From an optimization exercise on the open Yosys and OpenROAD flow, aimed at small area and a short achievable clock period; shortcuts taken in it are not production practice.
In this exercise RTL edits were held to simulation tests only and were not proved equivalent to the original.
Power figures rest on the tool's default switching activity, not on a simulated workload.

==> flow/design.v <==
parameter NOP = 7'b0000000;
parameter ADD = 7'b0000010;
parameter SUB = 7'b0000101;
parameter SLT = 7'b1100101;
parameter AND = 7'b0001000;
parameter OR  = 7'b0001010;
parameter XOR = 7'b0001100; 
parameter ST  = 7'b0000001;
parameter LD  = 7'b0100001;
parameter ADI = 7'b0100010; 
parameter SBI = 7'b0100101;
parameter NOT = 7'b0101110;
parameter ANI = 7'b0101000;
parameter ORI = 7'b0101010;
parameter XRI = 7'b0101100;
parameter AIU = 7'b1100010;
parameter SIU = 7'b1000101;
parameter MOV = 7'b1000000;
parameter LSL = 7'b0110000;
parameter LSR = 7'b0110001;
parameter ASL = 7'b0110010;
parameter ASR = 7'b0110011;
parameter ROL = 7'b0110100;
parameter ROR = 7'b0110101;
parameter RLC = 7'b0110110; 
parameter RRC = 7'b0110111;
parameter JMR = 7'b1100001;
parameter BZ  = 7'b0100000;
parameter BNZ = 7'b1100000;
parameter JMP = 7'b1000100;
parameter JML = 7'b0000111;
`timescale 1ns / 1ps
module RISC_top(
    input clk,rst,
    output [15:0] imem_addr,
    input  [31:0] imem_data,
    output        dmem_we,
    output [5:0]  dmem_addr,
    output [31:0] dmem_wdata,
    input  [31:0] dmem_rdata,
    output        wb_we,
    output [4:0]  wb_addr,
    output [31:0] wb_data
    );
     parameter NOP = 7'b0000000;
parameter ADD = 7'b0000010;
parameter SUB = 7'b0000101;
parameter SLT = 7'b1100101;
parameter AND = 7'b0001000;
parameter OR  = 7'b0001010;
parameter XOR = 7'b0001100; 
parameter ST  = 7'b0000001;
parameter LD  = 7'b0100001;
parameter ADI = 7'b0100010; 
parameter SBI = 7'b0100101;
parameter NOT = 7'b0101110;
parameter ANI = 7'b0101000;
parameter ORI = 7'b0101010;
parameter XRI = 7'b0101100;
parameter AIU = 7'b1100010;
parameter SIU = 7'b1000101;
parameter MOV = 7'b1000000;
parameter LSL = 7'b0110000;
parameter LSR = 7'b0110001;
parameter ASL = 7'b0110010;
parameter ASR = 7'b0110011;
parameter ROL = 7'b0110100;
parameter ROR = 7'b0110101;
parameter RLC = 7'b0110110; 
parameter RRC = 7'b0110111;
parameter JMR = 7'b1100001;
parameter BZ  = 7'b0100000;
parameter BNZ = 7'b1100000;
parameter JMP = 7'b1000100;
parameter JML = 7'b0000111;
    reg  [15:0] pc;
    wire [15:0] pc_inc = pc + 16'd1;
    assign imem_addr = pc;
    reg  [15:0] d_pc1;
    reg  [6:0]  d_op;
    reg  [24:0] d_ir;
    reg         w_we;        
    reg  [4:0]  w_da;
    reg  [31:0] w_data;
    reg         rst_q;       
    always @(posedge clk) rst_q <= rst;
    reg  [31:0] e_A, e_Y;
    reg         e_x31, e_ca, e_cx;
    reg         e_fadd, e_fsh, e_oadd, e_olog, e_osh, e_old, e_oslt;
    reg  [15:0] e_bra;
    reg  [4:0]  e_da, e_sh;
    reg  [3:0]  e_rs0, e_rs1;
    reg         e_rs2;
    reg         e_rwnz, e_mw, e_fwe;
    reg         e_bz, e_bnz, e_jr, e_j;
    reg         e_cin, e_log;
    reg         e_land, e_lor, e_lxor, e_lnot;
    reg         e_kl, e_kr, e_knone, e_fill;
    wire oADD = d_op == ADD, oSUB = d_op == SUB, oSLT = d_op == SLT, oAND = d_op == AND;
    wire oOR  = d_op == OR,  oXOR = d_op == XOR, oST  = d_op == ST,  oLD  = d_op == LD;
    wire oADI = d_op == ADI, oSBI = d_op == SBI, oNOT = d_op == NOT, oANI = d_op == ANI;
    wire oORI = d_op == ORI, oXRI = d_op == XRI, oAIU = d_op == AIU, oSIU = d_op == SIU;
    wire oMOV = d_op == MOV, oLSL = d_op == LSL, oLSR = d_op == LSR, oASL = d_op == ASL;
    wire oASR = d_op == ASR, oROL = d_op == ROL, oROR = d_op == ROR, oRLC = d_op == RLC;
    wire oRRC = d_op == RRC, oJMR = d_op == JMR, oBZ  = d_op == BZ,  oBNZ = d_op == BNZ;
    wire oJMP = d_op == JMP, oJML = d_op == JML;
    wire sh_op = oLSL | oLSR | oASL | oASR | oROL | oROR | oRLC | oRRC;
    wire RW = oADD | oSUB | oSLT | oAND | oOR | oXOR | oLD | oADI | oSBI | oNOT | oANI |
              oORI | oXRI | oAIU | oSIU | oMOV | sh_op | oJML;
    wire [1:0] MD = {oSLT, oLD};
    wire [1:0] BS = {oJMR | oJMP | oJML, oBZ | oBNZ | oJMP | oJML};
    wire PS = oBNZ;
    wire MW = oST;
    wire [4:0] FS;
    assign FS[4] = sh_op;
    assign FS[3] = oAND | oOR | oXOR | oNOT | oANI | oORI | oXRI;
    assign FS[2] = oSUB | oSLT | oXOR | oSBI | oNOT | oXRI | oSIU | oROL | oROR | oRLC | oRRC | oJML;
    assign FS[1] = oADD | oOR | oADI | oNOT | oORI | oAIU | oASL | oASR | oRLC | oRRC | oJML;
    assign FS[0] = oSUB | oSLT | oSBI | oSIU | oLSR | oASR | oROR | oRRC | oJML;
    function [4:0] opnd_ctl;
        input [6:0] op;
        case (op)
            ADD, ASL, ASR, ADI, AIU:  opnd_ctl = {1'b0, op == ADI || op == AIU, op == ADI, 2'b10};
            SUB, SLT, ROL, ROR:       opnd_ctl = 5'b00011;
            SBI:                      opnd_ctl = 5'b01111;
            SIU:                      opnd_ctl = 5'b01011;
            RLC:                      opnd_ctl = 5'b00001;
            AND, OR, XOR, NOT, ST:    opnd_ctl = 5'b00010;
            ANI, ORI, XRI:            opnd_ctl = 5'b01010;
            BZ, BNZ, JMP:             opnd_ctl = 5'b01100;
            JML:                      opnd_ctl = 5'b11100;
            default:                  opnd_ctl = 5'b00000;
        endcase
    endfunction
    reg MA, MB, CS, bsel, binv;
    always @(posedge clk) {MA, MB, CS, bsel, binv} <= opnd_ctl(imem_data[31:25]);
    wire [4:0]  DA = d_ir[24:20];
    wire [4:0]  AA = d_ir[19:15];
    wire [4:0]  BA = d_ir[14:10];
    wire [4:0]  SH = d_ir[4:0];
    wire [14:0] IM = d_ir[14:0];
    wire [31:0] CU = {{17{CS & IM[14]}}, IM};
    reg  [31:0] R [1:31];
    reg  [31:1] d_ra, d_rb;
    integer q;
    always @(posedge clk)
        for (q = 1; q < 32; q = q + 1) begin
            d_ra[q] <= imem_data[19:15] == q;
            d_rb[q] <= imem_data[14:10] == q;
        end
    reg  [31:0] ra, rb;
    always @(*) begin
        ra = 32'd0;
        rb = 32'd0;
        for (q = 1; q < 32; q = q + 1) begin
            ra = ra | (R[q] & {32{d_ra[q]}});
            rb = rb | (R[q] & {32{d_rb[q]}});
        end
    end
    wire [4:0] nAA = imem_data[19:15];
    wire [4:0] nBA = imem_data[14:10];
    wire nw31 = e_rwnz & (e_da == 5'd31);
    wire dof_fwe = (FS != 5'd0);
    reg d_wbA, d_wbB, d_fA, d_fB;
    always @(posedge clk) begin
        d_wbA <= e_rwnz & (e_da == nAA);
        d_wbB <= e_rwnz & (e_da == nBA);
        d_fA  <= dof_fwe & (nAA == 5'd31) & ~nw31;
        d_fB  <= dof_fwe & (nBA == 5'd31) & ~nw31;
    end
    wire wbA = d_wbA;
    wire wbB = d_wbB;
    wire w31 = w_we & (w_da == 5'd31);
    wire fA = ~MA & d_fA;
    wire fB = ~MB & d_fB;
    wire [31:0] A_pre = MA ? {16'b0, d_pc1} : fA ? 32'd0 : wbA ? w_data : ra;
    wire [31:0] B_pre = MB ? CU             : fB ? 32'd0 : wbB ? w_data : rb;
    wire [3:0] G = FS[3:0];
    wire arith = ~FS[4] & ~FS[3];
    wire logic_op = ~FS[4] & FS[3];
    wire [31:0] Y_pre = (B_pre & {32{bsel}}) ^ {32{binv}};
    wire [15:0] bra = d_pc1 + {IM[14], IM};
    wire left = ~FS[0];
    wire [4:0] rot = (FS[3:1] == 3'd3) ? 5'd0 : left ? (5'd0 - SH) : SH;
    wire ld = (MD == 2'b01);
    wire slt = (MD == 2'b10);
    always @(posedge clk) begin
        d_pc1 <= pc_inc;
        d_ir  <= imem_data[24:0];
        e_A   <= eA_d;
        e_Y   <= eY_d;
        e_x31 <= A_pre[31] ^ B_pre[31];
        e_bra <= bra;
        e_da  <= DA;
        e_sh  <= SH;
        e_rs0 <= 4'b1 << rot[1:0];
        e_rs1 <= 4'b1 << rot[3:2];
        e_rs2 <= rot[4];
        e_cin  <= (G == 4'd1) | (G == 4'd3) | (G == 4'd5);
        e_ca   <= ~logic_op;
        e_cx   <= logic_op ? (FS[2:1] == 2'b11) : binv;
        e_log  <= logic_op;
        e_land <= FS[2:1] == 2'b00;
        e_lor  <= FS[2:1] == 2'b01;
        e_lxor <= FS[2:1] == 2'b10;
        e_lnot <= FS[2:1] == 2'b11;
        e_fadd <= ~FS[4] & ~FS[3];
        e_fsh  <= FS[4];
        e_oadd <= arith & ~ld & ~slt;
        e_olog <= logic_op;
        e_osh  <= FS[4];
        e_old  <= ld;
        e_oslt <= slt;
        e_kl   <= (FS[3:2] == 2'b00) & ~FS[0];
        e_kr   <= (FS[3:2] == 2'b00) &  FS[0];
        e_knone <= (FS[3:0] == 4'b0110);
        e_fill <= (FS[3:0] == 4'b0011);
        w_da   <= e_da;
    end
    always @(posedge clk) begin
        if (rst) begin
            pc <= 16'd0;
            d_op <= 7'd0;
            {e_rwnz, e_mw, e_fwe, e_bz, e_bnz, e_jr, e_j} <= 7'd0;
            w_we <= 1'b0;
        end else begin
            d_op   <= imem_data[31:25];
            e_rwnz <= RW & (DA != 5'd0);
            e_mw   <= MW;
            e_fwe  <= (FS != 5'd0);
            e_bz   <= (BS == 2'b01) & ~PS;
            e_bnz  <= (BS == 2'b01) &  PS;
            e_jr   <= (BS == 2'b10);
            e_j    <= (BS == 2'b11);
            w_we   <= e_rwnz;
            pc     <= npc;
        end
    end
    assign dmem_we    = e_mw;
    assign dmem_addr  = e_A[5:0];
    assign dmem_wdata = e_Y;
    wire [31:0] A = e_A;
    wire [31:0] Y = e_Y;
    wire [31:0] kp;
    wire [32:0] kc;
    ks_carry32 add (.a(A), .b(Y), .cin(e_cin), .p(kp), .c(kc));
    wire [31:0] zk = {A[30:0] | Y[30:0], e_cin};
    wire Zadd = ~|(A ^ Y ^ zk);
    wire [31:0] L = ({32{e_land}} & A & Y) | ({32{e_lor}} & (A | Y)) |
                    ({32{e_lxor}} & kp) | ({32{e_lnot}} & ~A);
    wire [31:0] r1 = ({32{e_rs0[0]}} & A) | ({32{e_rs0[1]}} & {A[0], A[31:1]}) |
                     ({32{e_rs0[2]}} & {A[1:0], A[31:2]}) | ({32{e_rs0[3]}} & {A[2:0], A[31:3]});
    wire [31:0] r3 = ({32{e_rs1[0]}} & r1) | ({32{e_rs1[1]}} & {r1[3:0], r1[31:4]}) |
                     ({32{e_rs1[2]}} & {r1[7:0], r1[31:8]}) | ({32{e_rs1[3]}} & {r1[11:0], r1[31:12]});
    wire [31:0] r4 = e_rs2 ? {r3[15:0], r3[31:16]} : r3;
    reg  [31:0] tge;     
    reg  [31:0] keep;
    integer k;
    always @(*) begin
        for (k = 0; k < 32; k = k + 1) tge[k] = (k >= e_sh);
        for (k = 0; k < 32; k = k + 1)
            keep[k] = ~e_knone & ((e_kl & tge[k]) | (e_kr & tge[31-k]) | ~(e_kl | e_kr));
    end
    wire fillb = e_fill & A[31];
    wire [31:0] H = (r4 & keep) | (~keep & {32{fillb}});
    reg  [31:0] zmask;
    always @(*)
        for (k = 0; k < 32; k = k + 1) zmask[k] = keep[31-k];
    wire Zsh = ~|(A & zmask);
    wire Zf = (e_fadd & Zadd) | (e_log & ~|L) | (e_fsh & Zsh);
    wire N1 = (e_fadd & ~kp[31]) | (e_log & L[31]) | (e_fsh & H[31]);
    wire N0 = (e_fadd &  kp[31]) | (e_log & L[31]) | (e_fsh & H[31]);
    wire V1 = e_x31 & (e_log ? L[31] : ~kp[31]);
    wire V0 = e_x31 & (e_log ? L[31] :  kp[31]);
    wire C1 = e_ca ^ e_cx;
    wire C0 = e_cx;
    wire [2:0] fl1 = {V1, N1, C1};
    wire [2:0] fl0 = {V0, N0, C0};
    wire [2:0] fsel = {kc[31], kc[31], kc[32]};
    wire [2:0] eA_1 = A_pre[2:0] | (fl1 & {3{fA}});
    wire [2:0] eA_0 = A_pre[2:0] | (fl0 & {3{fA}});
    wire [2:0] eY_1 = fB ? ((fl1 & {3{bsel}}) ^ {3{binv}}) : Y_pre[2:0];
    wire [2:0] eY_0 = fB ? ((fl0 & {3{bsel}}) ^ {3{binv}}) : Y_pre[2:0];
    wire [2:0] eA_lo, eY_lo;
    lmux #(3) mxa (.s(fsel), .a1(eA_1), .a0(eA_0), .y(eA_lo));
    lmux #(3) mxy (.s(fsel), .a1(eY_1), .a0(eY_0), .y(eY_lo));
    wire [31:0] eA_d = {A_pre[31:4], A_pre[3] | (Zf & fA), eA_lo};
    wire [31:0] eY_d = {Y_pre[31:4], fB ? ((Zf & bsel) ^ binv) : Y_pre[3], eY_lo};
    wire [31:0] d31_o = rst_q ? 32'd31 : w_data;
    wire        d31_f = ~rst_q & ~w31;
    wire [2:0]  d31_1 = d31_f ? fl1 : d31_o[2:0];
    wire [2:0]  d31_0 = d31_f ? fl0 : d31_o[2:0];
    wire [2:0]  d31_lo;
    lmux #(3) mxr (.s(fsel), .a1(d31_1), .a0(d31_0), .y(d31_lo));
    wire [31:0] d31 = d31_f ? {28'b0, Zf, d31_lo} : {d31_o[31:3], d31_lo};
    wire [31:0] other = ({32{e_olog}} & L) | ({32{e_osh}} & H) | ({32{e_old}} & dmem_rdata);
    wire [31:0] bd_1 = ({32{e_oadd}} & ~kp) | other;
    wire [31:0] bd_0 = ({32{e_oadd}} &  kp) | other;
    wire s0 = kp[0] ^ e_cin;
    wire bd0_1 = (e_oadd & s0) | other[0] | (e_oslt & ~e_x31 & ~kp[31]);
    wire bd0_0 = (e_oadd & s0) | other[0] | (e_oslt & ~e_x31 &  kp[31]);
    wire [31:0] BusD;
    lmux #(31) mxd (.s(kc[31:1]), .a1(bd_1[31:1]), .a0(bd_0[31:1]), .y(BusD[31:1]));
    lmux #(1)  mxd0 (.s(kc[31]), .a1(bd0_1), .a0(bd0_0), .y(BusD[0]));
    always @(posedge clk) w_data <= BusD;
    wire az = ~|A;
    wire take = e_j | (e_bz & az) | (e_bnz & ~az);
    wire [15:0] npc = take ? e_bra : e_jr ? A[15:0] : pc_inc;
    assign wb_we   = w_we;
    assign wb_addr = w_da;
    assign wb_data = w_data;
    wire [31:0] wd_r0 = w_data & {32{~rst_q}};
    wire [31:0] wd_r1 = w_data | {32{rst_q}};
    genvar i, b;
    generate
        for (i = 1; i < 31; i = i + 1) begin : gr
            wire [31:0] rv = i;
            wire [31:0] d;
            for (b = 0; b < 32; b = b + 1) begin : gb
                assign d[b] = rv[b] ? wd_r1[b] : wd_r0[b];
            end
            always @(posedge clk)
                if (rst_q | (w_we && w_da == i))
                    R[i] <= d;
        end
    endgenerate
    always @(posedge clk)
        if (rst_q | w31 | e_fwe)
            R[31] <= d31;
endmodule
module ks_carry32(
    input  [31:0] a, b,
    input         cin,
    output [31:0] p,
    output [32:0] c
    );
    reg  [31:0] kg, kp;
    integer d, k;
    always @(*) begin
        kg = a & b;
        kp = a ^ b;
        for (d = 1; d < 32; d = d * 2)
            for (k = 31; k >= d; k = k - 1) begin
                kg[k] = kg[k] | (kp[k] & kg[k-d]);
                kp[k] = kp[k] & kp[k-d];
            end
        kg = kg | (kp & {32{cin}});
    end
    assign p = a ^ b;
    assign c = {kg, cin};
endmodule
module lmux #(parameter W = 1) (
    input  [W-1:0] s, a1, a0,
    output [W-1:0] y
    );
    assign y = (s & a1) | (~s & a0);
endmodule
==> flow/run.sh <==
#!/bin/bash
# synth_recipe.tcl (not shown) runs the flow's synth.tcl, then flattens the netlist and writes it again
# the make line also repeats each setting of config.mk as NAME=value (left out here)
make -C /OpenROAD-flow-scripts/flow DESIGN_CONFIG=/design/flow/config.mk WORK_HOME=/design/flow/orfs CLKGATE_MAP_FILE= SYNTH_SCRIPT=/design/flow/synth_recipe.tcl finish
==> flow/config.mk <==
export PLATFORM = sky130hd
export DESIGN_NAME = RISC_top
export DESIGN_NICKNAME = RISC_top
export VERILOG_FILES = /design/flow/design.v
export SDC_FILE = /design/flow/constraint.sdc
export NUM_CORES = 4
export LEC_CHECK = 0
export CAP_MARGIN = 20
export CORE_MARGIN = 2
export CORE_UTILIZATION = 40
export CTS_CLUSTER_DIAMETER = 80
export CTS_CLUSTER_SIZE = 20
export SETUP_SLACK_MARGIN = 5.0
export SLEW_MARGIN = 20
export SYNTH_HIERARCHICAL = 1
export TNS_END_PERCENT = 0
==> flow/constraint.sdc <==
create_clock -name core_clock -period 8.0 [get_ports {clk}]
set_input_delay 1.6000 -clock core_clock [delete_from_list [all_inputs] [get_ports {clk}]]
set_output_delay 1.6000 -clock core_clock [all_outputs]
set_load 0.01 [all_outputs]
==> summary.txt, run 1 <==
The run gives 9728 as the DRC violation total after the first TritonRoute iteration. The tools report the via count of the first global-routing pass as 49150. The path length in cells of the critical path is 8, and the synthesized net count is 5119.

The critical path starts at d_ra[14]. The worst path arrival time is 4.18 ns, and the via count of the routed design is 52840. The transition time of the tightest slew-check pin came out at 1.326 ns.

The largest individual stage delay along the critical path comes from the cell a2111oi_0. The run finished with no timing, DRC or antenna violations. The switching fraction of total power is 33.12%.

The die span in x was 389.4 um; the final net count was 5161. The number of cells on the worst reg-to-reg path is 8. After the flow finishes, the layout carries non-filler instances totaling 6996.

The worst hold path belongs to the class register to register. The logs give 40.23% for the starting density of the core and 410400 um for the global-route wire length before repair. Synthesis produced a netlist whose cell count is 4971. The clock passes through at most 3 buffers.

The vertical die dimension is 389.4 um. The netlist area before placement is 59410 sq um. The critical path in this run is classified as register to register. After clock tree synthesis, the clock-pin slew on the worst setup and hold paths is 0.08 ns.

The number of detailed-routing iterations run before antenna repair was 14. The share of cells above drive strength 1 works out to 12.06%. The critical path goes through buf_4 > a22oi_1 > nand4_1 > nor4_1 > a2111oi_0 > a21oi_1 > o21ai_0 > mux2_4. The sequential cell fraction of total power is 54.6%, and the full die area is 151600 sq um. The clock net in this run drives a total of 1285 sinks. STA classifies the critical path endpoint as a register.

Detailed routing placed a total of 50970 um of wire on met3. The number of fill cells came out at 13360. Maximum cell stage delay along the critical path: 1.05 ns. Count of buffer and inverter cells on the critical path: 1.

Kind of cell adding the most delay to the critical path: compound AO/OA/AOI/OAI gates. For the length of routed wiring on met1, the log shows 101900 um. After floorplanning, the core was sized to cover 147700 sq um. The run gives 4.49 ns as the setup slack of the most critical reg-to-reg path. After detailed routing, the number of remaining DRC violations is 0.

Setup repair after global routing could not meet its margin everywhere. Entering global routing, the biggest net connects 50 pins. The cell count after placement is 6834. For this design the ratio of total power to cell area is 257.5 nW/um^2. The tools report the worst min-delay path startpoint as d_ir[24]. Share of the clock period used by the worst path after layout: 43.92%. Counting instances, the worst hold path has a depth of 0.

The tools report the fmax as 284.6 MHz. For this run, the number of Yosys warnings is 9. The run gives 0 ns as the total negative setup slack.

The worst register-to-register path begins at d_ra[14]. For the combinational group share of total power, the log shows 19.9%. The count of port buffers added during placement is 158. Pin placement for this block handled 159 I/O pins. The run gives 0 as the number of buffers inserted by hold repair at cts. The worst ir drop on vdd is 195.3 uV. The tools report the end of the critical path as e_A[1]. For the number of antenna violations at the first check in global routing, the log shows 20. The average wire length per cell after detail routing works out to 43.87 um. The highest fanout seen on the critical path was 20; the residual overflow from global routing was 0. Met2 layer wire length in the routed design: 124300 um. The initialized floorplan defines 141 standard-cell rows. The worst clock skew is 0.06243 ns. For this design the total switching power over the nets is 5.668 mW. Global routing consumed, over all layers together, 39.08% of the routing resources. The worst register-to-register path ends at e_A[1].

The clock share of power was 25.5%; the routed wire length was 306900 um. The count of nets left with antenna violations once routing finished came out at 0. Internal power comes to 11.45 mW. Setup violations remaining at the end of the flow were counted as 0.

TritonCTS built the clock tree. The worst pin sits at a relative slew slack of 10.88%. Across the run, the number of max-cap violations was 0.

For this design the static power due to leakage is 23.50 nW. A synthesized cell averages 11.95 sq um. The later pin in the worst-skew pair is clocked with a latency of 0.75 ns. The minimum clock period works out to 3.514 ns.

For the H-tree depth, the log shows 3. Top routing layer in use: met5. The number of endpoints with negative hold slack in the final report is 0, and the post-detailed-route via-to-cell ratio is 7.553.

For the HPWL after detailed placement, the log shows 173400 um. The run gives 8.66 ns as the worst endpoint required time. Clock tree synthesis selected as its root buffer the cell clkbuf_16. Buffers inserted during clock tree synthesis total 79. The synthesis-to-layout area growth was 11.88%. The critical path startpoint category is a register. At the end of routability-driven placement, the weighted congestion stood at 1.034.

Final-report max-slew violation count: 0.
-- worst register-to-register path, cell delays in order (launching register included) --
cell       delay [ns]
dfxtp_2          0.91
buf_4            0.67
a22oi_1          0.16
nand4_1          0.14
nor4_1           0.08
a2111oi_0        1.05
a21oi_1          0.10
o21ai_0          0.15
mux2_4           0.18
-- final cells by class --
cell class	instances	area, sq um	area share, %
Tap cell	1930	2415	3.633
Inverter	123	469.2	0.7059
Clock inverter	18	237.7	0.3577
Multi-Input combinational cell	3162	22160	33.34
Clock buffer	108	2181	3.281
Antenna cell	8	20.02	0.03012
Timing Repair Buffer	362	3045	4.582
Sequential cell	1285	35940	54.07
-- power by group through the flow --
stage	combinational, mW	clock (mW)	sequential, mW
after floorplan	1.73	0	8.94
after global placement	3.14	0	9.42
after detailed placement	3.14	0	9.43
after CTS	3.16	4.34	9.29
after global routing	3.47	4.58	9.41
final	3.40	4.37	9.35
-- worst min path at each step --
stage / end / slack [ns]
3_5_place_dp: e_da[4] / 0.34
5_1_grt: e_da[4] / 0.36
2_1_floorplan: e_da[4] / 0.32
6_report: e_da[4] / 0.35
4_1_cts: e_da[4] / 0.35
3_3_place_gp: e_da[4] / 0.33
-- registers in the layout, indices dropped and copies added, names as in the netlist, 4 cells and up --
signal,flops
R,992
d_ir,20
d_op,7
d_pc1,16
d_ra,31
d_rb,31
e_A,32
e_Y,32
e_bra,16
e_da,5
e_rs0,4
e_rs1,4
e_sh,5
pc,16
w_da,5
w_data,32
-- cell usage in the layout, fill, tap and decap left out, types with 143 or more instances in the layout --
cell type,count
a22o_1,250
nand4_1,163
buf_4,199
a22oi_1,602
dfxtp_1,143
a21oi_1,215
a221oi_1,242
o21ai_0,151
edfxtp_1,992
nor2_1,182
nand2_1,288
nand3_1,168
-- timing repair --
item	in CTS	in global routing
setup buffers	12	15
endpoints found under the setup margin	209	182
pin swaps	1	21
cloned	0	0
resized for setup	197	48
-- per-stage QoR --
stage,setup slack [ns],hold slack [ns],total power [mW],instance area [sq um],utilization [%]
finish,4.486,0.3534,17.11,66470,45.01
global route,4.704,0.3593,17.45,66450,45.00
CTS,4.728,0.3530,16.79,66110,44.77
detailed placement,4.262,0.3358,12.56,63480,42.99
global placement,4.171,0.3312,12.56,63470,42.98
floorplan,4.215,0.3227,10.68,59450,-
-- per-layer routing --
metal | global-route usage [%] | vias up
met1 | 46.68 | 25660
met3 | 17.08 | 1654
met5 | 0 | -
met4 | 27.38 | 24
met2 | 56.33 | 5448
li1 | - | 20060
==> inputs of run 2 (changes only) <==
--- a/flow/config.mk
+++ b/flow/config.mk
@@ -13,4 +13,3 @@
 export SETUP_SLACK_MARGIN = 5.0
 export SLEW_MARGIN = 20
 export SYNTH_HIERARCHICAL = 1
-export TNS_END_PERCENT = 0
==> run 2 against run 1 <==
Die area unchanged; sequential share of layout area decreased by 0.75 points; synthesized cell count unchanged; routed wire length decreased by 0.29%; global-route usage decreased by 0.29 points; hold slack got worse by 0.0017 ns; via count increased by 0.72%; worst setup slack improved by 0.35 ns; register-to-register slack improved by 0.35 ns; design area increased by 1.8%; critical path type unchanged; critical endpoint is now e_A[26]; largest cell class unchanged; largest power group unchanged; highest routed layer unchanged.
==> summary.txt, run 2 <==
Ranked by flip-flop count, first place goes to R. The worst hold path class is register to register. Setup repair after global routing could not meet its margin everywhere. Number of endpoints with negative hold slack in the final report: 0.

The flow ran to the end and the layout has no timing, DRC or antenna violations. The met3 layer wire length in the routed design is 51050 um. In this run the deepest clock path goes through 3 buffers. STA puts the critical path data required time at 8.51 ns. Across all setup checks in the final design, the least slack found is 4.837 ns.

Cells with a size suffix above 1 make up 16.59% of the layout. Across the run, the number of max-cap violations was 0. For the pin with the worst max-slew slack, the measured transition is 1.369 ns. For this run, the slowest stage of the critical path takes 1.10 ns. The residual overflow from global routing came out at 0. In the routed layout, each cell is associated on average with a via count of 7.552. For this block, the initial DRC count from the detailed router was 10590. The netlist area before placement is 59410 sq um, and the highest fanout seen on the critical path is 18. Global routing used 38.79% of the available tracks across all layers. The average wire length per cell after detail routing came out at 43.43 um. In the final timing run, aggregate negative setup slack is 0 ns. The cell area power density is 256.5 nW/um^2, and the total of endpoints with negative setup slack in the final report is 0.

The placed instances occupy a cell area of 63490 sq um. At the placement stage, the worst setup path has a slack of 4.107 ns. The number of antenna violations at the first check in global routing came out at 20. The first global-routing pass estimated 408000 um of wire. When the netlist entered floorplanning its net count stood at 5119. The minimum clock period is 3.163 ns.

The critical path in this run is classified as register to register. The length of routed wiring on met1 was 100900 um; the row count was 141. The first detailed-routing pass took 10 iterations.

Cells fill 45.81% of the core in the end. The number of flip-flops under the largest register name came out at 992. For the area taken by flip-flops and latches, the log shows 36070 sq um. Data on the critical path arrives at its endpoint at 3.68 ns. The final critical path takes up 39.53% of the cycle. IR analysis of the VDD net gives a maximum drop of 185.7 uV. The final weighted congestion in routability-driven placement is 1.069, and the die span in x is 389.4 um. The run gives 0.75 ns as the clock network latency to the later pin of the worst-skew pair. Clock tree synthesis inserted a total of 79 buffers. The most common cell after layout, fill and taps aside is edfxtp_1. STA classifies the critical path startpoint as a register. The run gives 40.23% as the starting density of the core.

After clock tree synthesis, the clock-pin slew on the worst setup and hold paths is 0.08 ns. Post-route cell area: 67650 sq um. For this run, design rule violations remaining after detail routing come to 0. The tools report the number of fill cells as 13270. The via count of the first global-routing pass came out at 49160. In the detailed route, the total length drawn on met2 is 123100 um. The run gives 9 as the count of synthesis-stage warnings from yosys.

TritonCTS built the clock tree. In this run the remaining antenna-violating nets after routing total 0. The cell sitting at the root of the clock tree is a clkbuf_16. Entering global routing, the biggest net connects 50 pins.

The core region is 147700 sq um. The largest individual stage delay along the critical path comes from the cell nor4_1. The multi-input combinational cells in the finished layout cover a total of 22670 sq um. Detailed placement finished with a half-perimeter wire length of 175400 um.

The logs give 4971 for the post-synthesis instance total and 23.81 nW for the total leakage power. Timing would allow up to 316.2 MHz. Wires add up to 306100 um.

For the full die area, the log shows 151600 sq um. The clock arrives with 0.05814 ns of skew. The highest layer touched by signal routing is met5. Traced cell by cell, the critical path runs through buf_4 > a22o_1 > a221oi_1 > nand3_1 > nor4_1 > a211oi_1.

Leaving out fill and tap cells, the most frequent cells in the layout are edfxtp_1 (992), a22oi_1 (581), nand2_1 (276), a22o_1 (250), a221oi_1 (230). The final-report max-slew violation count was 0; the TritonCTS sink count was 1285. For this block, the via count after detailed routing is 53230. The worst setup path is captured at a register. The H-tree depth was 3.

For the max-slew headroom at the worst pin, the log shows 7.906%. During I/O placement, the number of pins put on the boundary was 159. The area growth from synthesis to layout is 13.87%.

For this run, the post-layout net count is 5218. The synthesized area per cell works out to 11.95 sq um. The vertical die dimension is 389.4 um. The count of port buffers added during placement works out to 158.
run 2: stage by stage:
step / std cells / power (mW) / hold slack (ns)
finish: 7048 / 17.35 / 0.3517
global route: 7040 / 17.68 / 0.3597
detailed placement: 6834 / 12.54 / 0.3344
global placement: 6834 / 12.54 / 0.3333
CTS: 7019 / 16.95 / 0.3517
floorplan: 4971 / 10.68 / 0.3227
run 2: worst paths after layout:
| kind | to | cells past startpoint | slack (ns) | startpoint |
|---|---|---|---|---|
| worst max-delay path | e_A[26] | 6 | 4.84 | d_ra[8] |
| worst max register to register | e_A[26] | 6 | 4.84 | d_ra[8] |
| worst min-delay path | e_da[0] | 0 | 0.35 | d_ir[20] |
| worst min register to register | e_da[0] | 0 | 0.35 | d_ir[20] |
run 2: worst max-delay path, delay by kind of cell (launching register included):
kind	cells	cell delay (ns)
AOI/OAI and AO/OA	3	0.66
and+or+nand+nor	2	1.22
DFF	1	0.56
buffers and inverters	1	0.45
run 2: cell type report:
class	instances	share of cell area [%]
clock buffer	99	3.096
clock inverter	22	0.5049
inverter	123	0.7047
sequential	1285	53.32
tap	1930	3.570
timing repair buffer	419	5.267
antenna	8	0.02959
multi-input combinational	3162	33.51
run 2: layer usage:
metal	global-route usage (%)	vias up
met5	0.7974	-
met4	26.89	24
met3	17.37	1748
met2	55.85	5634
met1	46.15	25630
li1	-	20190
run 2: where the power goes:
group          internal (mW)  leakage [nW]  switching [mW]
Combinational           1.16          10.0            2.52
Sequential              8.44          12.6           0.853
Clock                   2.00          1.17            2.39
run 2: repair_timing:
action,in CTS,in global routing
gates cloned,0,0
hold buffers,0,0
setup endpoints to repair,156,101
buffers inserted,64,21
pin swaps,31,42
resized for setup,494,158
==> inputs of run 3 (changes only) <==
==> flow/flow/run.sh (new file) <==
#!/bin/bash
# The standard layout (standard.sh) with two layout choices changed:
#  - the input and output ports are buffered with buf_2 cells
#  - clock tree synthesis uses large sink clusters and inserts no dummy loads
# make's full output goes to flow.log in this folder; ORFS's per-step logs
# stay under orfs/logs.
set -euo pipefail
bash standard.sh \
  'BUFFER_PORTS_ARGS=-buffer_cell sky130_fd_sc_hd__buf_2' \
  'CTS_ARGS=-sink_clustering_enable -repair_clock_nets -sink_clustering_size 20 -sink_clustering_max_diameter 80 -dont_use_dummy_load' \
  finish > flow.log 2>&1
==> flow/standard.sh (new file) <==
#!/bin/bash
# synth_recipe.tcl (not shown) runs the flow's synth.tcl, then flattens the netlist and writes it again
# the make line also repeats each setting of config.mk as NAME=value (left out here)
make -C /OpenROAD-flow-scripts/flow DESIGN_CONFIG=/design/flow/config.mk WORK_HOME=/design/flow/orfs CLKGATE_MAP_FILE= SYNTH_SCRIPT=/design/flow/synth_recipe.tcl "${@:-finish}"
--- a/flow/config.mk
+++ b/flow/config.mk
@@ -13,3 +13,4 @@
 export SETUP_SLACK_MARGIN = 5.0
 export SLEW_MARGIN = 20
 export SYNTH_HIERARCHICAL = 1
+export TNS_END_PERCENT = 0
removed: flow/run.sh
==> run 3 against run 2 <==
Synthesized cell count did not move; sequential share of layout area rose by 1.5 points; clock skew rose by 0.030 ns; still clean; synthesized area did not move.
==> summary.txt, run 3 <==
Clock latency on the worst-skew pair, taken at its later pin, is 0.74 ns. The register with the most flip-flops in the layout has 992 of them. The global routing stage identified its most utilized layer as met2. The tools report the start of the worst register-to-register path as d_ra[2]. The count of nets left with antenna violations once routing finished came out at 0.

Highest fanout seen on the critical path: 20. STA puts the critical path data arrival time at 4.13 ns. The library cell used most frequently in the layout, excluding fill and tap cells, is edfxtp_1.

Cells with a size suffix above 1 make up 13.68% of the layout. Summed over all cells, the static leakage comes to 23.08 nW. The row count was 141; the vertical die dimension was 389.4 um. The register with the most flip-flops in the final layout is R. The starting density of the core was 40.23%; the worst hold slack after final layout was 0.3478 ns. The worst endpoint required time was 8.64 ns. The worst hold path terminates at e_da[2]. The residual DRC count was 0; the count of synthesis-stage warnings from yosys was 9.

Synthesis produced a netlist whose cell count is 4971. In the final timing run, aggregate negative setup slack is 0 ns. The tools report the critical path startpoint category as a register. Headroom to the max-slew limit came out at 11.85%. For this run, global-route usage on met1 was measured as 46.29%. Based on the critical path, the design can be clocked at up to 287.0 MHz. TritonCTS built the clock tree. The via count of the first global-routing pass is 48940. Setup repair after global routing could not meet its margin everywhere.

Clock-pin slew was measured on the worst setup and hold paths at 0.09 ns. After routing the design area is 65220 sq um. Entering global routing, the biggest net connects 54 pins.

For the number of buffers inserted by hold repair at cts, the log shows 0. For the smallest setup slack after layout, the log shows 4.516 ns. The critical path is of the register to register type.

The run gives 0.08807 ns as the worst clock skew. For the maximum number of buffers from clock root to sink, the log shows 3. The run gives 1285 as the TritonCTS sink count. The library cells used most frequently in the layout, excluding fill and tap cells, are edfxtp_1 (992), a22oi_1 (600), nand2_1 (290), a22o_1 (250), a221oi_1 (246).

The cell area power density was 254.9 nW/um^2. In this run the count of I/O pins placed on the die edge is 159. In the final routed layout, each cell accounts on average for 43.85 um. The worst hold path belongs to the class register to register. The synthesized area per cell was 11.95 sq um. In the global route stage, met3 resource usage came out at 17.49%. For the pin with the worst max-slew slack, the measured transition is 1.311 ns. Counting cells, the worst reg-to-reg path comes to 8. The flow ran to the end and the layout has no timing, DRC or antenna violations. For the total placed instance area, the log shows 62630 sq um.

The endpoint identified for the worst register-to-register timing path is e_A[1]. The total of endpoints with negative setup slack in the final report is 0, and the total core area is 147700 sq um. Subtracting the final worst setup slack from the clock period gives 3.484 ns. At the end of the flow the core is filled with cells to 44.17%.

Summed over all layers, the global routing overflow is 0. The pre-antenna-repair detailed-routing pass consisted of 14 iterations. The final weighted congestion in routability-driven placement was 1.043; the count of port buffers added during placement was 158. The tools report the routed wire length as 305000 um. In this run the cell area of the synthesized design comes to 59410 sq um. The share of the clock period used by the worst path after layout was 43.55%; the die span in x was 389.4 um. The worst-case IR drop observed on VDD is 168.5 uV. Global routing consumed, over all layers together, 38.80% of the routing resources.

Dividing the detail-routed via count by the number of cells gives 7.653. The final-report max-slew violation count was 0; the number of instances on the worst hold path was 0. The synthesis-to-layout area growth was 9.778%; the number of endpoints with negative hold slack in the final report was 0. Setup slack on the worst reg-to-reg path comes out at 4.52 ns. The routed layout has 53240 vias.

After filler insertion, the fill cell instance count of the layout stands at 13460. The number of antenna violations at the first check in global routing was 19. The CTS root buffer was clkbuf_16.

At the placement stage, the worst setup path has a slack of 4.010 ns. The type of element capturing the critical path is a register. Summed over all nets, the half-perimeter wirelength after detailed placement is 172300 um. Max-cap violations in this run came to 0. Worst min-delay path startpoint: d_ir[22]. The run gives 408500 um as the global-route wire length before repair. For the synthesized net count, the log shows 5119.

The logs give 80 for the number of clock buffers inserted by TritonCTS and 5157 for the final net count. The floorplan step defined a die boundary enclosing 151600 sq um. For this block, the initial DRC count from the detailed router was 10140. The routing usage on met2 is 55.57%. The clock tree synthesis step divided the H-tree into 3 levels.
==> run 3: final cells by class <==
cell class | count | area [sq um] | share of cell area [%]
tap | 1930 | 2415 | 3.703
multi-input combinational | 3162 | 22200 | 34.03
sequential | 1285 | 35780 | 54.86
antenna | 19 | 47.55 | 0.07290
timing repair buffer | 357 | 2303 | 3.532
clock buffer | 80 | 2002 | 3.070
inverter | 123 | 473.0 | 0.7252
==> run 3: per-layer routing <==
metal,vias to the layer above,share of wire [%]
met5,-,0.21
met4,24,9.4
met3,1764,17
met2,5720,40
met1,25710,33
li1,20020,-
==> run 3: worst max-delay path: stages (launching register included) <==
cell and delay (ns):
dfxtp_2 0.87, buf_4 0.66, a22oi_1 0.22, nand3_1 0.15, nor4_1 0.07, a2111oi_0 0.97
a21oi_1 0.11, o21ai_0 0.14, mux2_4 0.17
==> run 3: how the worst max path moves through the flow <==
stage,from,to,depth (start not counted)
floorplan,w_da[1],R[14][0],3
global placement,e_A[27],e_Y[3],11
detailed placement,e_A[27],e_Y[3],11
CTS,e_A[31],w_data[7],9
global route,e_rs0[0],w_data[12],11
finish,d_ra[2],e_A[1],8
==> run 3: report_power, final <==
group          internal, mW  total [mW]  switching (mW)
Sequential             8.41        9.32           0.915
Combinational         0.968        3.30            2.33
Clock                  1.77        4.00            2.23
Total                  11.2        16.6            5.47
==> run 3: metrics by stage <==
step                power, mW  cells
global route            16.94   6937
global placement        12.42   6826
CTS                     16.32   6919
floorplan               10.68   4971
detailed placement      12.44   6827
finish                  16.63   6956
==> run 3: repair_timing <==
item,in CTS,in global routing
resized for setup,32,48
setup endpoints to repair,115,315
setup buffers,12,16
pin swaps,11,18
cloned,0,0
endpoints found under the hold margin,0,0
==> inputs of run 4 (changes only) <==
--- a/flow/config.mk
+++ b/flow/config.mk
@@ -7,7 +7,7 @@
 export LEC_CHECK = 0
 export CAP_MARGIN = 20
 export CORE_MARGIN = 2
-export CORE_UTILIZATION = 40
+export CORE_UTILIZATION = 50
 export CTS_CLUSTER_DIAMETER = 80
 export CTS_CLUSTER_SIZE = 20
 export SETUP_SLACK_MARGIN = 5.0
==> run 4 against run 3 <==
First-iteration DRC count increased by 9.1%; clock-buffer cell count is 2 lower; synthesized area is the same; synthesized cell count unchanged; maximum frequency about the same; register-to-register slack is essentially flat; critical path type unchanged; critical endpoint unchanged; largest cell class unchanged; largest power group unchanged.
==> summary.txt, run 4 <==
In the final routed layout, each cell accounts on average for 46.78 um. The worst hold slack after final layout came out at 0.3529 ns. The worst hold path class was register to register. The layout has 9999 filler cells. Setup repair after global routing could not meet its margin everywhere. At the later pin of the worst-skew pair, clock insertion delay measures 0.74 ns.

Once placement completed, the tool counted placed cells totaling 6438. Clock tree synthesis inserted a total of 78 buffers. The highest fanout seen on the critical path is 21, and the minimum clock period is 3.482 ns.

The tools report the via count of the first global-routing pass as 49070. The HPWL after detailed placement is 178200 um. Traced cell by cell, the critical path runs through buf_4 > a22o_1 > a221oi_1 > nand3_1 > nor4_1 > a2111oi_0 > a21oi_1 > o21ai_0 > mux2_4. The flow ran to the end and the layout has no timing, DRC or antenna violations. The worst clock skew was 0.1083 ns.

Summed over all cells, the static leakage comes to 23.01 nW. Registers take 35770 sq um. The number of cells on the worst reg-to-reg path is 9.

Max-capacitance violation count: 0. Among all stages on the critical path, the largest delay is contributed by a2111oi_0. The run gives 11070 as the DRC violation total after the first TritonRoute iteration. The worst ir drop on vdd was 206.2 uV.

In this run the critical register-to-register path is launched from d_ra[24]. The mapped netlist covers 59410 sq um. The tools report the number of endpoints with negative hold slack in the final report as 0. During synthesis, Yosys emitted a total of 9 warnings.

In the synthesized netlist, the number of instances is 4971. Largest register by flop count: R. STA classifies the critical path startpoint as a register. The logs give 1285 for the TritonCTS sink count and 287.2 MHz for the fmax. Power spread over the standard cell area amounts to 256.7 nW/um^2. The number of instances on the worst hold path came out at 0. The worst endpoint required time was 8.63 ns. Setup violations remaining at the end of the flow were counted as 0. The maximum cell stage delay along the critical path is 1.09 ns.

The worst hold path terminates at e_da[2]. The number of antenna violations at the first check in global routing came out at 16. After floorplanning, the core was divided into 126 placement rows. Share of the clock period used by the worst path after layout: 43.52%. The count of port buffers added during placement came out at 158.

The run gives 4.11 ns as the worst path arrival time. Broken down by cell family, the worst path's largest delay share belongs to compound AO/OA/AOI/OAI gates. Once detail routing completed, the nets flagged for antenna violations numbered 0.

The critical path is of the register to register type. The tools report the routed wire length as 305900 um. Using the TritonRoute via totals, the vias-per-cell ratio works out to 8.126.

The worst hold path begins at d_ir[22]. For flop-to-flop paths, the worst setup slack is 4.52 ns. The first global-routing pass estimated 408800 um of wire. For the total area of multi-input combinational cells, the log shows 22090 sq um. At the end of routability-driven placement, the weighted congestion stood at 1.063.

The core region is 117900 sq um. The die span in x came out at 348.7 um. TritonCTS built the clock tree.

CTS root buffer: clkbuf_16. Total track usage: 48.98%. The tools report the via count of the routed design as 53140. Leaving out fill and tap cells, the most frequent cell in the layout is edfxtp_1. The number of top-level design ports came out at 159. The vertical die dimension came out at 348.7 um. The full die area was 121600 sq um. Leaving out filler cells and counting taps, the final layout contains 6539. The synthesis-to-layout area growth is 8.426%, and the final-report max-slew violation count is 0. After synthesis, the mean cell area works out to 11.95 sq um.

The register with the most flip-flops in the layout has 992 of them. The residual DRC count came out at 0. The count of buffer and inverter cells on the critical path is 1, and the synthesized net count is 5119. The smallest setup slack after layout was 4.518 ns; the max-slew headroom at the worst pin was 12.49%. For this configuration, the core starts out at a cell density of 50.38%. In the final layout, the share of cells above drive strength 1 is 12.77%. The first detailed-routing pass took 12 iterations. At the placement stage, the worst setup path has a slack of 4.310 ns. At the pin with the least slew margin, the transition time is 1.280 ns. Entering global routing, the biggest net connects 56 pins. The library cells used most frequently in the layout, excluding fill and tap cells, are edfxtp_1 (992), a22oi_1 (602), nand2_1 (296), a22o_1 (250), a221oi_1 (249). STA classifies the critical path endpoint as a register. For this design, the CTS-stage hold fixing added 0 buffers. The run gives 0 ns as the total negative setup slack.

Clock-pin slew was measured on the worst setup and hold paths at 0.08 ns. The longest clock path from root to sink contains 3 buffers. The worst register-to-register path ends at e_A[1]. The residual overflow from global routing is 0.

The H-tree generated during clock tree synthesis spans 3 levels. Power comes to 16.54 mW. The tools report the final net count as 5140.
[run 4: cell count changes in the layout (fill, tap and decap cells not counted), sizes merged]
cell / change
buf: -13
clkbuf: -4
clkinvlp: -3
diode: -6
inv: +3
[run 4: timing repair]
action | 4_1_cts | 5_1_grt
setup buffers | 3 | 7
gates resized for setup | 12 | 15
setup endpoints to repair | 198 | 252
pin swaps | 2 | 4
[run 4: per-layer routing]
metal,vias up,track usage [%],wire length (um)
li1,19970,-,-
met1,25520,58.77,100300
met2,5862,70.16,124200
met3,1760,21.36,51110
met4,24,34.95,29940
met5,-,1.281,390
[run 4: cell type report]
type | count | area share [%]
Antenna cell | 13 | 0.05050
Clock buffer | 78 | 3.030
Inverter | 123 | 0.7167
Multi-Input combinational cell | 3162 | 34.29
Sequential cell | 1285 | 55.54
Tap cell | 1536 | 2.984
Timing Repair Buffer | 342 | 3.391
[run 4: worst register-to-register path, cell delays in order (launching register included)]
cell and delay [ns]:
dfxtp_2 0.80, buf_4 0.65, a22o_1 0.25, a221oi_1 0.05
nand3_1 0.13, nor4_1 0.07, a2111oi_0 1.09, a21oi_1 0.10
o21ai_0 0.14, mux2_4 0.17
[run 4: how the worst max path moves through the flow]
| stage | from | endpoint | depth (start not counted) |
|---|---|---|---|
| 2_1_floorplan | w_da[1] | R[14][0] | 3 |
| 3_3_place_gp | e_sh[1] | w_data[8] | 7 |
| 3_5_place_dp | e_A[11] | R[31][0] | 8 |
| 4_1_cts | e_A[11] | R[31][1] | 9 |
| 5_1_grt | e_A[15] | w_data[4] | 11 |
| 6_report | d_ra[24] | e_A[1] | 9 |
[run 4: power breakdown]
| group | switching, mW | total [mW] | internal, mW |
|---|---|---|---|
| Sequential | 0.938 | 9.34 | 8.40 |
| Combinational | 2.31 | 3.25 | 0.945 |
| Clock | 2.21 | 3.94 | 1.73 |
[run 4: metrics by stage]
step | instance area, sq um | utilization (%)
final | 64420 | 54.63
after global routing | 64380 | 54.60
after CTS | 64190 | 54.43
after detailed placement | 62190 | 52.73
after global placement | 62180 | 52.73
after floorplan | 59450 | -
==> inputs of run 5 (changes only) <==
--- a/flow/config.mk
+++ b/flow/config.mk
@@ -7,10 +7,9 @@
 export LEC_CHECK = 0
 export CAP_MARGIN = 20
 export CORE_MARGIN = 2
-export CORE_UTILIZATION = 50
+export CORE_UTILIZATION = 40
 export CTS_CLUSTER_DIAMETER = 80
 export CTS_CLUSTER_SIZE = 20
 export SETUP_SLACK_MARGIN = 5.0
 export SLEW_MARGIN = 20
 export SYNTH_HIERARCHICAL = 1
-export TNS_END_PERCENT = 0
==> run 5 against run 4 <==
Still clean; first-iteration DRC count decreased by 10%; non-clock buffer count increased by 22; via count decreased by 0.87%; maximum frequency increased by 9.7%; die area increased by 25%; clock skew increased by 0.015 ns; routed wire length decreased by 0.95%; critical endpoint is now e_Y[23].
==> summary.txt, run 5 <==
The run finished with no timing, DRC or antenna violations. From bottom edge to top edge, the die measures 389.4 um. The worst hold path passes through 0 cells. The number of antenna violations at the first check in global routing came out at 17. The analysis attributes to cell leakage a power of 23.29 nW. The clock network latency to the later pin of the worst-skew pair is 0.74 ns. The H-tree depth was 3; the count of cells along the worst register-to-register path was 8.

The tools report the number of endpoints with negative hold slack in the final report as 0. The cell count after placement came out at 6830. Synthesis produced 4971 cells. The number of nets handed over by synthesis was 5119. The max-capacitance violation count is 0. From left edge to right edge, the die measures 389.4 um.

The transition time of the tightest slew-check pin is 1.290 ns. The library cell used most frequently in the layout, excluding fill and tap cells, is edfxtp_1. The synthesis-to-layout area growth is 10.88%.

STA puts the critical path data required time at 8.49 ns. The start of the worst register-to-register path was d_rb[6]. The via count of the first global-routing pass was 49070. The highest fanout seen on the critical path came out at 22.

In the final routed layout, each cell accounts on average for 43.55 um. The share of the clock period used by the worst path after layout came out at 39.68%. The routed design has 303000 um of wire.

Power spread over the standard cell area amounts to 252.7 nW/um^2. The max-slew headroom at the worst pin is 13.36%. Each instance of the synthesized netlist takes up on average 11.95 sq um. The finished layout holds 6957 standard cells, fillers aside. Entering global routing, the biggest net connects 58 pins. The row count was 141.

TritonCTS built the clock tree. The startpoint-to-endpoint class of the critical path was register to register. Count of port buffers added during placement: 158.

In this run the clock root is driven by a clkbuf_16. Worst min-delay path startpoint: d_ir[22]. Global routing used 38.57% of the available tracks.

The path with the worst hold slack has its endpoint at e_da[2]. The number of top-level design ports came out at 159. The DRC violation total after the first TritonRoute iteration is 9937, and the share of cells above drive strength 1 is 15.72%.

STA classifies the critical path endpoint as a register. The tools report the global-route wire length before repair as 406400 um. After clock tree synthesis, the flow added hold-fix buffers numbering 0. R holds more flip-flops than any other register. The run gives 0 as the residual overflow from global routing.

The TritonCTS sink count was 1285. The worst path arrival time came out at 3.67 ns. Setup repair after global routing could not meet its margin everywhere.

The slowest stage of the critical path is the dfxtp_2 cell. After routing, the total negative slack on setup checks comes to 0 ns. The critical path goes through buf_4 > a22o_1 > a221oi_1 > nand3_1 > nor3_1 > a21oi_1 > o21ai_0 > xnor2_1. The tools report the destination of the worst register-to-register timing path as e_Y[23]. Once the floorplan was initialized, standard cells occupied 40.23% of the core. Full die area: 151600 sq um.

The logs give 79 for the number of clock buffers inserted by TritonCTS and 1.048 for the final weighted congestion in routability-driven placement. For flop-to-flop paths, the worst setup slack is 4.83 ns. The maximum cell stage delay along the critical path was 0.79 ns; the fmax was 315.0 MHz. The final layout contains 5163 nets. The final-report max-slew violation count came out at 0.

The logs give 0 for the count of nets left with antenna violations after detail routing and 59410 sq um for the netlist area before placement. After detailed routing, the number of remaining DRC violations is 0. The min-delay analysis places its worst path in the category register to register.

The tools report the number of fill cells as 13460. Leaving out fill and tap cells, the most frequent cells in the layout are edfxtp_1 (992), a22oi_1 (598), nand2_1 (289), a22o_1 (250), a221oi_1 (234). The floorplan step defined a core boundary enclosing 147700 sq um. The worst path needs 3.175 ns of the cycle, external delays included.

Setup violations remaining at the end of the flow were counted as 0. Summing over every cut layer, the via total after detailed routing is 52680. After legalization and detailed placement, the total HPWL measured 174800 um. The count of synthesis-stage warnings from yosys came out at 9. Dividing the detail-routed via count by the number of cells gives 7.572.

The run gives 0.1237 ns as the worst clock skew. The number of detailed-routing iterations run before antenna repair was 10. The register clock-pin slew on the reported worst setup and hold paths was 0.08 ns. The register with the most flip-flops in the layout has 992 of them. No sink is reached through more buffers than the 3 on the longest clock path. The worst-case IR drop observed on VDD is 189.0 uV.

The critical path startpoint category is a register.
[run 5: through the flow]
stage	hold WS, ns	setup slack [ns]	area [sq um]	utilization (%)	total power, mW
after global placement	0.3349	4.199	62670	42.44	12.43
after CTS	0.3486	4.882	65100	44.09	16.29
after global routing	0.3560	4.852	65850	44.59	16.98
final	0.3453	4.825	65870	44.61	16.65
after detailed placement	0.3337	4.246	62670	42.44	12.42
after floorplan	0.3227	4.772	59470	-	10.68
[run 5: power by group]
group / internal [mW] / total [mW] / leakage (nW) / switching [mW]
clock: 1.75 / 3.96 / 0.974 / 2.20
combinational: 1.01 / 3.35 / 9.74 / 2.34
sequential: 8.42 / 9.34 / 12.6 / 0.925
total: 11.2 / 16.6 / 23.3 / 5.47
[run 5: area by class of cell]
class,instances,area (sq um),area share (%)
Antenna cell,14,35.03,0.05318
Clock buffer,79,1977,3.001
Tap cell,1930,2415,3.666
Sequential cell,1285,35920,54.53
Timing Repair Buffer,364,2504,3.801
Multi-Input combinational cell,3162,22550,34.23
Inverter,123,476.7,0.7237
[run 5: timing repair]
action / in CTS / in global routing
pin swaps: 8 / 24
endpoints found under the setup margin: 117 / 64
buffers inserted: 9 / 23
resized for setup: 118 / 132
[run 5: how the worst max path moves through the flow]
stage | slack (ns) | endpoint | cells past startpoint | startpoint
2_1_floorplan | 4.77 | R[17][0] | 3 | w_da[0]
3_5_place_dp | 4.25 | R[31][2] | 8 | e_A[1]
5_1_grt | 4.85 | e_Y[1] | 10 | d_rb[8]
4_1_cts | 4.88 | dmem_addr[1] | 1 | e_A[1]
3_3_place_gp | 4.20 | R[31][1] | 8 | e_A[1]
6_report | 4.83 | e_Y[23] | 8 | d_rb[6]
[run 5: layer usage]
layer,vias up,track usage [%],routed length [um]
met4,19,28.10,30870
met1,25410,45.50,99550
met5,-,2.935,794
met3,1733,17.13,49890
met2,5470,55.26,121900
li1,20050,-,-
[run 5: worst max-delay path, delay by kind of cell (launching register included)]
family | cells | cell delay, ns
AOI/OAI and AO/OA | 4 | 1.07
xor gates and xnor gates | 1 | 0.20
buffers and inverters | 1 | 0.66
DFF | 1 | 0.79
and+or+nand+nor | 2 | 0.22
==> inputs of run 6 (changes only) <==
==> flow/flow/run.sh (replaced) <==
#!/bin/bash
# The standard layout (standard.sh) with three layout choices changed:
#  - the input and output ports are buffered with buf_2 cells
#  - clock tree synthesis uses large sink clusters and inserts no dummy loads
# make's full output goes to flow.log in this folder; ORFS's per-step logs
# stay under orfs/logs.
set -euo pipefail
bash standard.sh \
  'BUFFER_PORTS_ARGS=-buffer_cell sky130_fd_sc_hd__buf_2' \
  'CTS_ARGS=-sink_clustering_enable -repair_clock_nets -sink_clustering_size 20 -sink_clustering_max_diameter 80 -dont_use_dummy_load' \
  'SETUP_SLACK_MARGIN=5.3' \
  finish > flow.log 2>&1
==> run 6 against run 5 <==
Clock-buffer cell count increased by 2; clock skew grew 0.019 ns; synthesized area stayed put; largest power group unchanged; global-route usage is 0.92 points higher; routed wire length grew 2.8%; still clean; hold slack improved by 0.0062 ns; sequential share of layout area is 2.6 points lower; highest routed layer unchanged.
==> summary.txt, run 6 <==
The clock reaches the later pin of the worst-skew pair after 0.76 ns. The flow ran to the end and the layout has no timing, DRC or antenna violations. Clock-pin slew was measured on the worst setup and hold paths at 0.08 ns. The run gives 50630 as the via count of the first global-routing pass. The final layout contains 5361 nets.

Among cell families on the critical path, the largest total delay comes from flip-flops. For the worst setup path, the data arrival time is 1.35 ns. Summing over every cut layer, the via total after detailed routing is 54440.

Subtracting the final worst setup slack from the clock period gives 2.953 ns. The library cell used most frequently in the layout, excluding fill and tap cells, is edfxtp_1. Setup total negative slack on the finished layout was measured at 0 ns.

The share of the clock period used by the worst path after layout came out at 36.91%. For the number of antenna violations at the first check in global routing, the log shows 15. TritonCTS built the clock tree. For the smallest setup slack after layout, the log shows 5.047 ns. The critical path is of the register to output port type. CTS root buffer: clkbuf_16. For the maximum number of pins on one net before global-route repair, the log shows 50. The maximum cell stage delay along the critical path is 0.51 ns. Across the VDD grid, the largest voltage drop is 194.1 uV. The number of top-level design ports was 159. For this block, the routed nets add up to 311400 um of wire. For the synthesized net count, the log shows 5119. In this run the deepest clock path goes through 3 buffers. Setup repair after global routing could not meet its margin everywhere. The total track usage is 39.48%. For the max-capacitance violation count, the log shows 0. The tools report the area taken by flip-flops and latches as 36280 sq um.

The tools report the global-route wire length before repair as 415200 um. Leaving out fill and tap cells, the most frequent cells in the layout are edfxtp_1 (992), a22oi_1 (584), buf_4 (296), nand2_1 (272), a22o_1 (249). In this run the number of H-tree levels came out at 3. The logs give 10750 for the DRC violation total after the first TritonRoute iteration and 40.23% for the starting density of the core. The worst hold path class is register to register. Dividing the detail-routed wire length by the instance count gives 43.51 um.

Buffers placed on the I/O ports in this run total 158. In this run, post-CTS hold repair placed 0 buffers. The tools report the residual DRC count as 0.

The signal on the critical path passes through buf_6. The core region is 147700 sq um. The synthesis-to-layout area growth came out at 17.67%. The tools report the TritonCTS sink count as 1285. On the final layout, the worst clock skew is 0.1424 ns. For the total of endpoints with negative setup slack in the final report, the log shows 0. For the worst endpoint required time, the log shows 6.40 ns. Largest register by flop count: R. The worst setup path is captured at an output port. The die is 389.4 um tall. After global routing the overflow that remains totals 0. The highest fanout seen on the critical path works out to 5.

Before antenna repair, the detailed router went through 12 iterations. Summing all multi-input logic gate instances after layout gives 23490 sq um. Cells fill 47.34% of the core in the end. For the full die area, the log shows 151600 sq um. Critical path startpoint category: a register. The row count is 141. For the pin with the worst max-slew slack, the measured transition is 1.115 ns. The fmax is 338.7 MHz. The max-slew headroom at the worst pin is 25.67%, and the post-detailed-route via-to-cell ratio is 7.607.

For this run, the number of Yosys warnings is 9. The share of cells above drive strength 1 is 22.55%. The count of nets left with antenna violations after detail routing was 0; the count of buffer and inverter cells on the critical path was 1.

The logs give 1.058 for the final weighted congestion in routability-driven placement and 0 for the number of endpoints with negative hold slack in the final report. The synthesized area per cell was 11.95 sq um; the cell area power density was 249.5 nW/um^2. The slowest stage of the critical path is the dfxtp_4 cell. The logs give 0 for the final-report max-slew violation count and 4971 for the post-synthesis instance total. In this run the cell area of the synthesized design comes to 59410 sq um.

The logs give 24.81 nW for the total leakage power and 13110 for the number of fill cells. OpenSTA, run right after detailed placement, puts the worst setup slack at 4.350 ns. Summed over all nets, the half-perimeter wirelength after detailed placement is 175500 um.

In this run the horizontal extent of the chip is 389.4 um. The number of flip-flops under the largest register name is 992. In this run, CTS created clock tree buffers numbering 81.
==> run 6: worst paths after layout <==
check             startpoint          end  slack (ns)  cells after the start
setup / recovery  w_data[12]  wb_data[12]        5.05                      1
hold / removal      d_ir[24]      e_da[4]        0.35                      0
setup reg to reg    d_ra[11]       e_A[6]        5.06                      5
hold reg to reg     d_ir[24]      e_da[4]        0.35                      0
==> run 6: repair_timing <==
item                       in CTS  in global routing
setup buffers                 158                 61
setup endpoints to repair     771                365
resized for setup             639                228
gates cloned                    6                  0
pin swaps                      51                 93
==> run 6: stage by stage <==
| stage | std cells | area [sq um] | hold WS (ns) | total power [mW] |
|---|---|---|---|---|
| after floorplan | 4971 | 59530 | 0.3227 | 10.68 |
| after global placement | 6833 | 62700 | 0.3349 | 12.44 |
| after detailed placement | 6834 | 62710 | 0.3307 | 12.44 |
| after CTS | 7079 | 68400 | 0.3314 | 16.88 |
| after global routing | 7145 | 69870 | 0.3526 | 17.76 |
| final | 7157 | 69900 | 0.3514 | 17.44 |
==> run 6: per-layer routing <==
metal	vias up	part of all wire, %	global-route usage [%]
met1	26370	33	46.00
met3	1796	17	18.96
met2	5807	40	56.11
met5	-	0.10	1.180
li1	20450	-	-
met4	15	10	29.26
==> run 6: report_power, final <==
group	switching (mW)	internal (mW)	leakage [nW]
Combinational	2.64	1.43	11.2
Sequential	0.909	8.45	12.6
Clock	2.21	1.79	0.998
Total	5.76	11.7	24.8
==> run 6: final cells by class <==
cell class | count | area share, %
diodes | 16 | 0.05728
clock buffers | 81 | 2.900
inverters | 123 | 0.7070
multi-input cells | 3162 | 33.60
flip-flops and latches | 1285 | 51.90
well taps | 1930 | 3.454
repair buffers | 558 | 7.372
repair inverters | 2 | 0.01790
==> inputs of run 7 (changes only) <==
--- a/flow/flow/run.sh
+++ b/flow/flow/run.sh
@@ -8,5 +8,5 @@
 bash standard.sh \
   'BUFFER_PORTS_ARGS=-buffer_cell sky130_fd_sc_hd__buf_2' \
   'CTS_ARGS=-sink_clustering_enable -repair_clock_nets -sink_clustering_size 20 -sink_clustering_max_diameter 80 -dont_use_dummy_load' \
-  'SETUP_SLACK_MARGIN=5.3' \
+  'SETUP_SLACK_MARGIN=5.5' \
   finish > flow.log 2>&1
--- a/flow/config.mk
+++ b/flow/config.mk
@@ -7,7 +7,7 @@
 export LEC_CHECK = 0
 export CAP_MARGIN = 20
 export CORE_MARGIN = 2
-export CORE_UTILIZATION = 40
+export CORE_UTILIZATION = 45
 export CTS_CLUSTER_DIAMETER = 80
 export CTS_CLUSTER_SIZE = 20
 export SETUP_SLACK_MARGIN = 5.0
==> run 7 against run 6 <==
Flip-flop and latch count did not move; still clean; highest routed layer unchanged; clock-buffer cell count decreased by 4; worst setup slack about the same; clock skew shrank 0.039 ns; maximum frequency about the same; via count about the same; power grew 0.61%; global-route usage is 5.1 points higher; largest power group unchanged; first-iteration DRC count rose by 4.6%; sequential share of layout area down 0.67 points; non-clock buffer count increased by 45.
==> summary.txt, run 7 <==
The run finished with no timing, DRC or antenna violations. Register clock-pin slew on the reported worst setup and hold paths: 0.09 ns. The DRC violation total after the first TritonRoute iteration was 11240.

The library cell used most frequently in the layout, excluding fill and tap cells, is edfxtp_1. The synthesis-to-layout area growth came out at 18.91%. The count of synthesis-stage warnings from yosys is 9, and the final net count is 5400.

TritonCTS built the clock tree. The first global-routing pass estimated 417700 um of wire. The number of antenna violations at the first check in global routing came out at 14. Entering global routing, the biggest net connects 54 pins.

For the TritonCTS sink count, the log shows 1285. The worst path meets setup with 5.048 ns of slack. The register with the most flip-flops in the layout has 992 of them. The die covers 134900 sq um.

For the worst-skew pair, the clock arrives at the later sink with an insertion delay of 0.73 ns. Detailed placement finished with a half-perimeter wire length of 175300 um. For the final routed database, the setup TNS stands at 0 ns. Share of the clock period used by the worst path after layout: 36.90%. Die span in x: 367.3 um. The run gives 11150 as the number of fill cells. Number of clock buffers inserted by TritonCTS: 77. Derived from the worst setup path, the maximum achievable clock frequency is 338.7 MHz. The maximum number of buffers from clock root to sink is 3, and the max-slew headroom at the worst pin is 20.46%. The detail route stage leaves a number of antenna-violating nets equal to 0. Routed wire length: 313200 um. At the pin with the least slew margin, the transition time is 1.193 ns.

The core region is 131300 sq um. Routability-driven placement finished with a final weighted congestion of 1.037. The run gives 5119 as the synthesized net count. The initial utilization of the core area, before any placement, comes to 45.25%. The vertical die dimension works out to 367.3 um. For the via count of the first global-routing pass, the log shows 50710. During placement, the flow inserted port buffers numbering 158. The cell area power density was 248.4 nW/um^2.

Between clock sinks in the finished design, the worst skew comes to 0.1031 ns. Via count of the routed design: 54410. The run gives 3 as the H-tree depth. Summed over all cells, the static leakage comes to 25.24 nW.

Along the worst path, the maximum fanout reaches 22. The critical path startpoint category is a register. Dividing the synthesized area by the synthesized cell count gives 11.95 sq um.

The run gives 4971 as the post-synthesis instance total. The type of element capturing the critical path is a register. The number of hold buffers added after CTS was 0.

The share of cells above drive strength 1 works out to 24.40%. After synthesis the cells add up to 59410 sq um. R holds more flip-flops than any other register. For the worst setup path, the data required time is 8.65 ns. Data on the critical path arrives at its endpoint at 3.61 ns. The run gives 0 as the number of endpoints with negative hold slack in the final report. Setup violations remaining at the end of the flow were counted as 0.

The run gives 0 as the max-capacitance violation count. The run gives 159 as the number of top-level design ports. The pre-CTS setup slack was 4.430 ns; the post-detailed-route via-to-cell ratio was 7.757.

The startpoint-to-endpoint class of the critical path is register to register. Worst ir drop on vdd: 142.8 uV. The residual overflow from global routing is 0, and the row count is 133. The worst hold path belongs to the class register to register.

The CTS root buffer is clkbuf_16. The tools report the total track usage as 44.61%. The minimum clock period came out at 2.952 ns. The run gives 11 as the number of detailed-routing iterations run before antenna repair. Setup repair after global routing could not meet its margin everywhere.

The average wire length per cell after detail routing came out at 44.65 um. The logs give 0 for the final-report max-slew violation count and 0 for the residual DRC count. In the layout the commonest cells are edfxtp_1 (992), a22oi_1 (560), buf_4 (309), nand2_1 (262), a22o_1 (249).
==> run 7: changes by cell type in the layout (fill, tap and decap cells not counted), moves of 13 or more <==
cell / before / now
o21ai_2: 16 / 30
dfxtp_2: 54 / 83
o21ai_0: 114 / 89
dfxtp_4: 148 / 114
buf_4: 296 / 309
a22oi_2: 18 / 42
buf_12: 29 / 48
a22oi_1: 584 / 560
==> run 7: repair_timing <==
| item | in CTS | in global routing |
|---|---|---|
| setup endpoints to repair | 1003 | 339 |
| setup buffers | 184 | 64 |
| gates resized for setup | 778 | 221 |
| endpoints found under the hold margin | 0 | 0 |
| pin swaps | 102 | 120 |
| cloned | 4 | 3 |
==> run 7: metrics by stage <==
stage	power [mW]	hold slack, ns	cell area [sq um]	std cells	utilization (%)
6_report	17.55	0.3515	70650	7014	53.81
5_1_grt	17.87	0.3554	70620	7005	53.79
4_1_cts	17.02	0.3523	69170	6937	52.68
3_5_place_dp	12.49	0.3349	62700	6672	47.76
3_3_place_gp	12.49	0.3314	62690	6670	47.75
2_1_floorplan	10.71	0.3227	59720	4971	-
==> run 7: cell type report <==
cell class | count | area [sq um] | area share (%)
Multi-Input combinational cell | 3162 | 24000 | 33.98
Tap cell | 1755 | 2196 | 3.108
Clock buffer | 77 | 1927 | 2.727
Inverter | 123 | 473.0 | 0.6695
Sequential cell | 1285 | 36190 | 51.22
Antenna cell | 9 | 22.52 | 0.03188
Timing Repair Buffer | 603 | 5838 | 8.264
==> run 7: worst paths after layout <==
| path | from | endpoint | slack [ns] | cells past startpoint |
|---|---|---|---|---|
| min | d_ir[20] | e_da[0] | 0.35 | 0 |
| max | d_ra[4] | e_A[2] | 5.05 | 8 |
| max reg2reg | d_ra[4] | e_A[2] | 5.05 | 8 |
| min reg2reg | d_ir[20] | e_da[0] | 0.35 | 0 |
==> run 7: worst max-delay path, stage by stage (launching register included) <==
cell       delay (ns)
dfxtp_2          0.74
buf_6            0.51
a22oi_1          0.21
nand4_1          0.15
nor4_1           0.08
a2111oi_1        0.74
a21oi_1          0.10
o21ai_0          0.13
mux2_4           0.18
==> run 7: where the power goes <==
| group | switching (mW) | internal, mW | total [mW] |
|---|---|---|---|
| clock network | 2.21 | 1.71 | 3.92 |
| logic | 2.84 | 1.57 | 4.41 |
| registers | 0.780 | 8.44 | 9.22 |
| total | 5.83 | 11.7 | 17.5 |
==> run 7: metal layers <==
| layer | GRT usage [%] | routed length [um] | up-vias |
|---|---|---|---|
| li1 | - | - | 20520 |
| met1 | 53.26 | 102000 | 26370 |
| met2 | 64.40 | 128300 | 5779 |
| met3 | 19.07 | 52700 | 1715 |
| met4 | 31.91 | 29870 | 20 |
| met5 | 0.4986 | 225 | - |

==> re-timing with driven ports <==
No port has a modelled driver above. Below, the same layouts with a new extraction and two added sets of constraints.
Step 1 (the two cells are an assumption about what drives the block):
set clk [get_ports {clk}]
set_driving_cell -lib_cell sky130_fd_sc_hd__clkbuf_16 $clk
set_driving_cell -lib_cell sky130_fd_sc_hd__buf_2 [delete_from_list [all_inputs] $clk]
Step 2 also shifts input and output timing later by t, the mid clock arrival at the registers, as if the neighbouring blocks saw the same clock.
Slacks: ideal / step 1 / step 2; pairs: ideal / step 1.
run | t (ns) | setup WS [ns] | worst setup path after step 2 | clock arrival spread, ns
run 1 | 0.796 | 4.486 / 4.486 / 4.486 | register to register | 0.066 / 0.065
run 2 | 0.804 | 4.837 / 4.837 / 4.661 | input to register | 0.060 / 0.060
run 3 | 0.772 | 4.516 / 4.516 / 4.516 | register to register | 0.093 / 0.092
run 4 | 0.756 | 4.518 / 4.518 / 4.518 | register to register | 0.110 / 0.110
run 5 | 0.764 | 4.825 / 4.825 / 4.825 | register to register | 0.124 / 0.125
run 6 | 0.771 | 5.047 / 4.965 / 4.875 | input to register | 0.144 / 0.144
run 7 | 0.778 | 5.048 / 4.963 / 5.048 | register to register | 0.112 / 0.112
After both steps setup and hold are still met in every run listed. The setup slack of run 2, which loses most, moves by 0.000 ns with the drivers and by -0.176 ns with both steps.
